What follows belongs to an exercise in optimizing a design on an open flow for small area, a short achievable clock period and few clock cycles per item; a production flow would make more cautious choices. Only simulation tests tie the RTL to the original design; equivalence was not proved. Power is estimated from default activity; no workload was simulated.

## flow/design.v (module list and top-level ports; edited modules follow where they fit)
// module mul_s1: 792 lines
// module mul_s2: 119 lines
// module processor: 147 lines
module processor (
    input  logic        clock,
    input  logic        reset,
    output logic [7:0]  memAddr,
    input  logic [15:0] memDataIn,
    output logic        wbEn,
    output logic [3:0]  wbAddr,
    output logic [31:0] wbData
);
  // ...
==> flow/flow/run.sh <==
#!/bin/bash
set -euo pipefail
W=$(pwd)
F=$W/flow
sed 's#log_cmd abc {\*}\$abc_args#log_cmd abc {*}[lreplace $abc_args 1 1 '"$F"'/abc_delay.script]#' \
    "$FLOW_HOME/scripts/synth.tcl" > "$W/synth_core.tcl"
grep -q abc_delay.script "$W/synth_core.tcl"
sed "s#source \$::env(SCRIPTS_DIR)/synth.tcl#source $W/synth_core.tcl#" synth_recipe.tcl > "$W/synth_top.tcl"
grep -q synth_core.tcl "$W/synth_top.tcl"
sed "s#SYNTH_SCRIPT=[^ ]*#SYNTH_SCRIPT=$W/synth_top.tcl#" standard.sh > "$W/standard_mod.sh"
grep -q synth_top.tcl "$W/standard_mod.sh"
export ADDER_MAP_FILE=
export SETUP_SLACK_MARGIN=${SETUP_SLACK_MARGIN_OVERRIDE:-6.5}
bash "$W/standard_mod.sh" > "$W/standard.log" 2>&1
==> flow/flow/abc_delay.script <==
&get -n
&st
&dch
&nf -D 2000
&put
buffer -c
topo
stime -c
upsize -c
dnsize -c
==> flow/standard.sh <==
#!/bin/bash
# synth_recipe.tcl (not shown) runs the flow's synth.tcl, then flattens the netlist and writes it again
# the make line also repeats each setting of config.mk as NAME=value (left out here)
make -C /OpenROAD-flow-scripts/flow DESIGN_CONFIG=/design/flow/config.mk WORK_HOME=/design/flow/orfs CLKGATE_MAP_FILE= SYNTH_SCRIPT=/design/flow/synth_recipe.tcl "${@:-finish}"
==> flow/config.mk <==
export PLATFORM = sky130hd
export DESIGN_NAME = processor
export DESIGN_NICKNAME = processor
export VERILOG_FILES = /design/flow/design.v
export SDC_FILE = /design/flow/constraint.sdc
export NUM_CORES = 4
export LEC_CHECK = 0
export CAP_MARGIN = 20
export CORE_MARGIN = 2
export CORE_UTILIZATION = 40
export PLACE_DENSITY = 0.6
export SLEW_MARGIN = 20
==> flow/constraint.sdc <==
create_clock -name core_clock -period 10.0 [get_ports {clock}]
set_input_delay 2.0000 -clock core_clock [delete_from_list [all_inputs] [get_ports {clock}]]
set_output_delay 2.0000 -clock core_clock [all_outputs]
set_load 0.01 [all_outputs]
==> flow_summary.yaml, run 1 <==
run_status:
  run_status: "finished clean"
worst_setup_path:
  path_buf_inv: 1
  reg2reg_from: "exFA"
cells_and_area:
  nets: 5394
  num-nonclk-inverters: 55
  fillers: 11300
  largest_register_ffs: 512
  clk_share_pct: 5.11
  multi_input_area_share_pct: 48.0
  area_growth_pct: 22.9
drt:
  dr_total_vias: 47500
  top_layer: "met5"
  vias_per_cell: 6.69
synthesis:
  synth_fa_ha_area_share_pct: 2.22
  synthDistinctLibCells: 99
  synth_top_family_by_area: "compound AO/OA/AOI/OAI gates"
grt:
  grt_max_degree: 65
  grt_pass1_wl_mm: 311
  gr-total-overflow: 0
  use_met3_pct: 9.81
  grtUsageMet2_pct: 48.9
worst_hold_path:
  holdPathStages: 0
power_and_ir_drop:
  switching_share_pct: 46.8
  p_int_w: 0.0120
  powerComb_w: 0.0140
  clkPwrFrac_pct: 15.7
timing:
  hold_viol: 0
  fin_crit_ps: 3920
placed_design:
  post-place-ws_ps: 5070
die:
  die_area_mm2: 0.130
clocking:
  cts.sinks: 806
  clkSlewWorstSetupHoldPaths_ps: 60
  cts_tree: "yes"
  clockBufferDepth: 3
  clock_latency_ps: 710
run:
  drv_cap: 0
Testbench counts, summed over its fixed seeds: cycles 2,264, instrs 2,048.
==> module processor, before the edit <==
module processor (
    input  logic        clock,
    input  logic        reset,
    output logic [7:0]  memAddr,
    input  logic [15:0] memDataIn,
    output logic        wbEn,
    output logic [3:0]  wbAddr,
    output logic [31:0] wbData
);
    localparam MULB = 119;
    logic stall;
    logic [7:0]  pc;
    logic [15:0] ir;
    logic        irValid;
    assign memAddr = pc;
    always_ff @(posedge clock or negedge reset) begin
        if (!reset) begin
            pc      <= 8'd0;
            irValid <= 1'b0;
        end else if (!stall) begin
            pc      <= pc + 8'd1;
            irValid <= 1'b1;
        end
    end
    always_ff @(posedge clock) if (!stall) ir <= memDataIn;
    logic [31:0] rf [0:15];
    always_ff @(posedge clock) begin
        if (wbEn) rf[wbAddr] <= wbData;
    end
    logic [3:0] ra, rb, rd;
    logic       imm, irMul;
    assign ra    = ir[7:4];
    assign rb    = ir[3:0];
    assign rd    = ir[11:8];
    assign imm   = ir[12];
    assign irMul = (ir[15:13] == 3'd3) || (ir[15:13] == 3'd4);
    logic [31:0] exA, exB;
    logic [2:0]  exOp;
    logic [3:0]  exRd;
    logic        exValid, exMul;
    logic        exFA, exFB;
    logic [31:0] m2Res;
    logic [MULB-1:0] m2P;
    logic        m2Mul;
    logic [3:0]  m2Rd;
    logic        m2Valid;
    logic depA1, depB1, depA2, depB2, depA3, depB3;
    assign depA1 = exValid && (exRd == ra);
    assign depB1 = exValid && (exRd == rb) && !imm;
    assign depA2 = m2Valid && (m2Rd == ra);
    assign depB2 = m2Valid && (m2Rd == rb) && !imm;
    assign depA3 = wbEn && (wbAddr == ra);
    assign depB3 = wbEn && (wbAddr == rb);
    assign stall = irValid && (((depA1 || depB1) && (irMul || exMul)) ||
                               ((depA2 || depB2) && m2Mul));
    logic [15:0] selA, selB;
    logic        bypA2, bypB2, bypA3, bypB3;
    assign bypA2 = depA2;
    assign bypB2 = m2Valid && (m2Rd == rb);
    assign bypA3 = depA3 && !bypA2;
    assign bypB3 = depB3 && !bypB2;
    always_comb begin
        for (int i = 0; i < 16; i++) begin
            selA[i] = (ra == i[3:0]) && !bypA2 && !bypA3;
            selB[i] = (rb == i[3:0]) && !bypB2 && !bypB3;
        end
    end
    logic [31:0] rdA, rdB, rfB;
    always_comb begin
        rdA = ({32{bypA2}} & m2Res) | ({32{bypA3}} & wbData);
        rfB = ({32{bypB2}} & m2Res) | ({32{bypB3}} & wbData);
        for (int i = 0; i < 16; i++) begin
            rdA = rdA | ({32{selA[i]}} & rf[i]);
            rfB = rfB | ({32{selB[i]}} & rf[i]);
        end
    end
    assign rdB = imm ? {{24{ir[7]}}, ir[7:0]} : rfB;
    always_ff @(posedge clock) begin
        exA  <= rdA;
        exB  <= rdB;
        exOp <= ir[15:13];
        exRd <= rd;
    end
    always_ff @(posedge clock or negedge reset) begin
        if (!reset) begin
            exValid <= 1'b0;
            exMul   <= 1'b0;
            exFA    <= 1'b0;
            exFB    <= 1'b0;
        end else begin
            exValid <= irValid && !stall;
            exMul   <= irValid && !stall && irMul;
            exFA    <= depA1;
            exFB    <= depB1;
        end
    end
    logic [31:0] a, b, sum, res;
    assign a = exFA ? m2Res : exA;
    assign b = exFB ? m2Res : exB;
    logic [31:0] sumRR, sumFR, sumRF;
    assign sumRR = exA + exB;
    assign sumFR = m2Res + exB;
    assign sumRF = exA + m2Res;
    always_comb begin
        case ({exFA, exFB})
            2'b00:   sum = sumRR;
            2'b10:   sum = sumFR;
            2'b01:   sum = sumRF;
            default: sum = {m2Res[30:0], 1'b0};
        endcase
    end
    always_comb begin
        case (exOp)
            3'd0: res = sum;
            3'd1: res = a & b;
            3'd2: res = a | b;
            3'd5: res = a >> b[4:0];
            default: res = a;
        endcase
    end
    logic [MULB-1:0] mulP;
    mul_s1 mulStage1 (.A(exA), .B(exB), .S(exOp[2]), .P(mulP));
    always_ff @(posedge clock) begin
        m2Res <= res;
        m2P   <= mulP;
        m2Rd  <= exRd;
    end
    always_ff @(posedge clock or negedge reset) begin
        if (!reset) begin
            m2Valid <= 1'b0;
            m2Mul   <= 1'b0;
        end else begin
            m2Valid <= exValid;
            m2Mul   <= exMul;
        end
    end
    logic [31:0] mulY;
    mul_s2 mulStage2 (.P(m2P), .Y(mulY));
    always_ff @(posedge clock or negedge reset) begin
        if (!reset) wbEn <= 1'b0;
        else        wbEn <= m2Valid;
    end
    always_ff @(posedge clock) begin
        wbAddr <= m2Rd;
        wbData <= m2Mul ? mulY : m2Res;
    end
endmodule
==> run 2, diff against run 1 <==
--- a/flow/design.v
+++ b/flow/design.v
@@ -962,7 +962,7 @@
     assign depB2 = m2Valid && (m2Rd == rb) && !imm;
     assign depA3 = wbEn && (wbAddr == ra);
     assign depB3 = wbEn && (wbAddr == rb);
-    assign stall = irValid && (((depA1 || depB1) && (irMul || exMul)) ||
+    assign stall = irValid && ((depA1 && exMul) || (depB1 && (irMul || exMul)) ||
                                ((depA2 || depB2) && m2Mul));
     logic [15:0] selA, selB;
     logic        bypA2, bypB2, bypA3, bypB3;
@@ -1008,18 +1008,7 @@
     logic [31:0] a, b, sum, res;
     assign a = exFA ? m2Res : exA;
     assign b = exFB ? m2Res : exB;
-    logic [31:0] sumRR, sumFR, sumRF;
-    assign sumRR = exA + exB;
-    assign sumFR = m2Res + exB;
-    assign sumRF = exA + m2Res;
-    always_comb begin
-        case ({exFA, exFB})
-            2'b00:   sum = sumRR;
-            2'b10:   sum = sumFR;
-            2'b01:   sum = sumRF;
-            default: sum = {m2Res[30:0], 1'b0};
-        endcase
-    end
+    assign sum = a + b;
     always_comb begin
         case (exOp)
             3'd0: res = sum;
@@ -1030,7 +1019,7 @@
         endcase
     end
     logic [MULB-1:0] mulP;
-    mul_s1 mulStage1 (.A(exA), .B(exB), .S(exOp[2]), .P(mulP));
+    mul_s1 mulStage1 (.A(a), .B(exB), .S(exOp[2]), .P(mulP));
     always_ff @(posedge clock) begin
         m2Res <= res;
         m2P   <= mulP;
--- a/flow/flow/run.sh
+++ b/flow/flow/run.sh
@@ -10,5 +10,5 @@
 sed "s#SYNTH_SCRIPT=[^ ]*#SYNTH_SCRIPT=$W/synth_top.tcl#" standard.sh > "$W/standard_mod.sh"
 grep -q synth_top.tcl "$W/standard_mod.sh"
 export ADDER_MAP_FILE=
-export SETUP_SLACK_MARGIN=${SETUP_SLACK_MARGIN_OVERRIDE:-6.5}
+export SETUP_SLACK_MARGIN=6.5
 bash "$W/standard_mod.sh" > "$W/standard.log" 2>&1
==> run 2 against run 1 <==
  * Still clean on timing, DRC and antenna
  * Power shrank 4.7%
  * Register-to-register slack improved by 320 ps
  * Synthesized cell count is 11% lower
  * Utilization fell by 0.76 points
  * Critical path depth unchanged
  * Clock skew is 14 ps lower
  * Via count down 12%
  * Critical path type unchanged
  * Largest cell class unchanged
  * Highest routed layer unchanged
==> flow_summary.yaml, run 2 <==
run_status:
  run_status: "finished clean"
clocking:
  clockBufferDepth: 3
  cts.sinks: 806
  htree_levels: 3
  clockRootBuffer: "clkbuf_16"
  cts_tree: "yes"
  clock_latency_ps: 710
  clkSlewWorstSetupHoldPaths_ps: 70
  numCtsBuffers: 87
power_and_ir_drop:
  power_density_mw_per_mm2: 375
  clkPwrFrac_pct: 15.4
  peakVddDrop_v: 0.000567
  switching_share_pct: 47.0
  p_int_w: 0.0114
  seq_power_share_pct: 22.8
  p_switching_w: 0.0101
  comb_power_share_pct: 61.9
  p_leak_nw: 19.7
placed_design:
  place_inst: 5990
  gp_congestion: 0.992
  dp_hpwl_mm: 117
  post-place-ws_ps: 4890
  portBuffers: 62
cells_and_area:
  instances_no_fill: 6402
  layout-drive-gt1-share_pct: 19.9
  layout_commonest_cell: "edfxtp_1"
  top_regs: "rf (512), m2P (119)"
  max_flop_register: "rf"
  nets: 4806
  largest_register_ffs: 512
  final_cell_mix: "528 x edfxtp_1, 444 x nand2_1, 419 x xnor2_1"
  area_growth_pct: 21.4
synthesis:
  yosysMostFrequentCell: "edfxtp_1"
  ys_warn_count: 1
  synth-seq-cells: 806
  synth_commonest_cells: "528 x edfxtp_1, 474 x xnor2_1, 446 x nand2_1"
  synth_top_cell_by_area: "edfxtp_1"
  synth_top_area_share_pct: 33.5
  ys.flop_type: "edfxtp_1"
  ys_async_sr_fraction_pct: 1.99
  syn_avg_cell_area_um2: 10.3
  syn_area_mm2: 0.0473
  synthCells: 4605
  synthDistinctLibCells: 97
  synth_edf_count: 528
  synth_area_leaders: "edfxtp_1 33%, dfxtp_1 11%, xnor2_1 8.8%"
  ys_seq_area_share_pct: 45.4
  syn_nets: 4623
timing:
  slew_headroom_pct: 21.9
  setup_ws_ps: 6400
  rsz0062_at_grt: "true"
  final.period_utilization_pct: 36.0
  tightest_slew_ps: 1170
  fin_tns_setup_ps: 0
  clock_skew_ps: 55.3
  maxSlewViolCount: 0
  report.final.setup_viol: 0
  max_freq_ghz: 0.277
  hold_viol: 0
  fin_crit_ps: 3600
drt:
  drcViolationCount: 0
  vias_per_cell: 6.56
  first_pass_iters: 9
  first_iter_violations: 7146
  ant_nets: 0
  totalWireLength_mm: 197
  wl_per_cell_um: 30.8
  dr_total_vias: 42000
die:
  rows: 126
  placeableCoreArea_mm2: 0.118
  start_util_pct: 40.2
  dieHeight_um: 348
  die_area_mm2: 0.121
  die_w_um: 348
  io_pins: 63
worst_setup_path:
  endpoint_kind: "flip-flop"
  cp_max_fo: 16
  worstPathRequired_ps: 10560
  reg2reg_from: "exB[1]"
  r2r_setup_slack_ps: 6400
  worstSetupPathType: "flip-flop to flip-flop"
  crit_start: "exB[1]"
  crit_arrival_ps: 4160
  start_kind: "flip-flop"
grt:
  grt_usage_pct: 30.7
  antenna_found_initial: 9
  grtUsageMet1_pct: 39.0
  grt_max_degree: 65
  grt_pass1_vias: 39200
  grtUsageMet2_pct: 48.7
  grt.busiest_layer: "met2"
  gr-total-overflow: 0
  grt_pass1_wl_mm: 273
  use_met3_pct: 8.00
run:
  drv_cap: 0
worst_hold_path:
  min_from: "ir[10]"
  worstHoldPathType: "flip-flop to flip-flop"
run 2: cells by family (layout without fill, tap and decap cells):
kind of cell	after synthesis	after routing	synth area share [%]
compound gates	1286	1290	20.0
xor+xnor	734	734	14.8
fa+ha+maj	118	118	2.51
buf+inv	347	593	2.92
flops	806	806	45.4
mux	114	115	2.52
other cells	1	5	0.00792
simple gates	1199	1205	11.9
run 2: repair_timing:
action / 4_1_cts / 5_1_grt
resized for setup: 395 / 202
setup buffers: 116 / 100
pin swaps: 40 / 75
endpoints found under the setup margin: 251 / 123
gates cloned: 17 / 12
hold buffers: 0 / 0
run 2: final cells by class:
class,instances,area [µm²]
Fill cell,10600,60300
Multi-Input combinational cell,3463,26900
Sequential cell,806,21600
Timing Repair Buffer,394,3910
Clock buffer,120,2450
Tap cell,1536,1920
Clock inverter,43,469
Inverter,36,143
Antenna cell,4,10.0
run 2: critical path, cell delays in order (launching register included):
cell and delay [ps]:
dfxtp_4 400, or4b_4 590, a2111o_1 460, buf_12 190, o22ai_2 140, xnor2_1 220, xor2_1 260, xnor2_2 180
xor2_1 250, xnor2_2 160, xnor2_1 110, xnor2_1 180, maj3_2 320
run 2: power by group through the flow:
stage | Clock (W) | Combinational, W | Sequential [W]
2_1_floorplan | 0 | 0.00645 | 0.00479
6_report | 0.00331 | 0.0133 | 0.00491
5_1_grt | 0.00347 | 0.0140 | 0.00495
3_5_place_dp | 0 | 0.0102 | 0.00503
4_1_cts | 0.00334 | 0.0118 | 0.00488
3_3_place_gp | 0 | 0.0102 | 0.00501
run 2: metal layers:
metal	routed length [µm]	share of wire [%]
met1	73800	37
met2	88700	45
met3	23900	12
met4	10600	5.4
met5	153	0.078
run 2: final timing paths:
path                             to  cells past startpoint
max reg2reg                m2P[116]                     12
min                         exRd[2]                      0
min in group asynchronous     pc[3]                      1
min reg2reg                 exRd[2]                      0
max in group asynchronous     m2Mul                      1
max                        m2P[116]                     12
run 2: per-stage QoR:
step           hold slack [ps]  power, W  utilization (%)  instance area, µm²
5_1_grt                    346    0.0224             48.8               57500
4_1_cts                    343    0.0200             47.1               55400
6_report                   342    0.0216             48.8               57500
2_1_floorplan              323    0.0112                -               47300
3_5_place_dp               329    0.0153             42.3               49900
3_3_place_gp               326    0.0152             42.3               49800
Testbench counts of run 2, summed over its fixed seeds: cycles 2,238, instrs 2,048.

afterwards: timing with drivers on the ports:
How much do the figures lean on ideal ports? The routed layouts below were timed once more, with nothing changed but the port constraints. Step 1 assumes that a clkbuf_16 drives the clock port and a buf_2 every other input. Step 2 adds t to the input delays and takes it off the output delays; t is the mean of the earliest and latest rising clock arrival at the registers after step 1. Input paths then give back, and output paths get back, about the clock's delay inside the block. Slacks: no drivers / after step 1 / after step 2; pairs: no drivers / after step 1.
| run | t, ns | setup WS [ns] | slew at the worst register clock pin (ns) |
|---|---|---|---|
| run 1 | 0.751 | 6.079 / 6.079 / 6.079 | 0.07 / 0.07 |
| run 2 | 0.756 | 6.395 / 6.395 / 6.395 | 0.07 / 0.07 |
After both steps setup and hold are still met in every run listed.
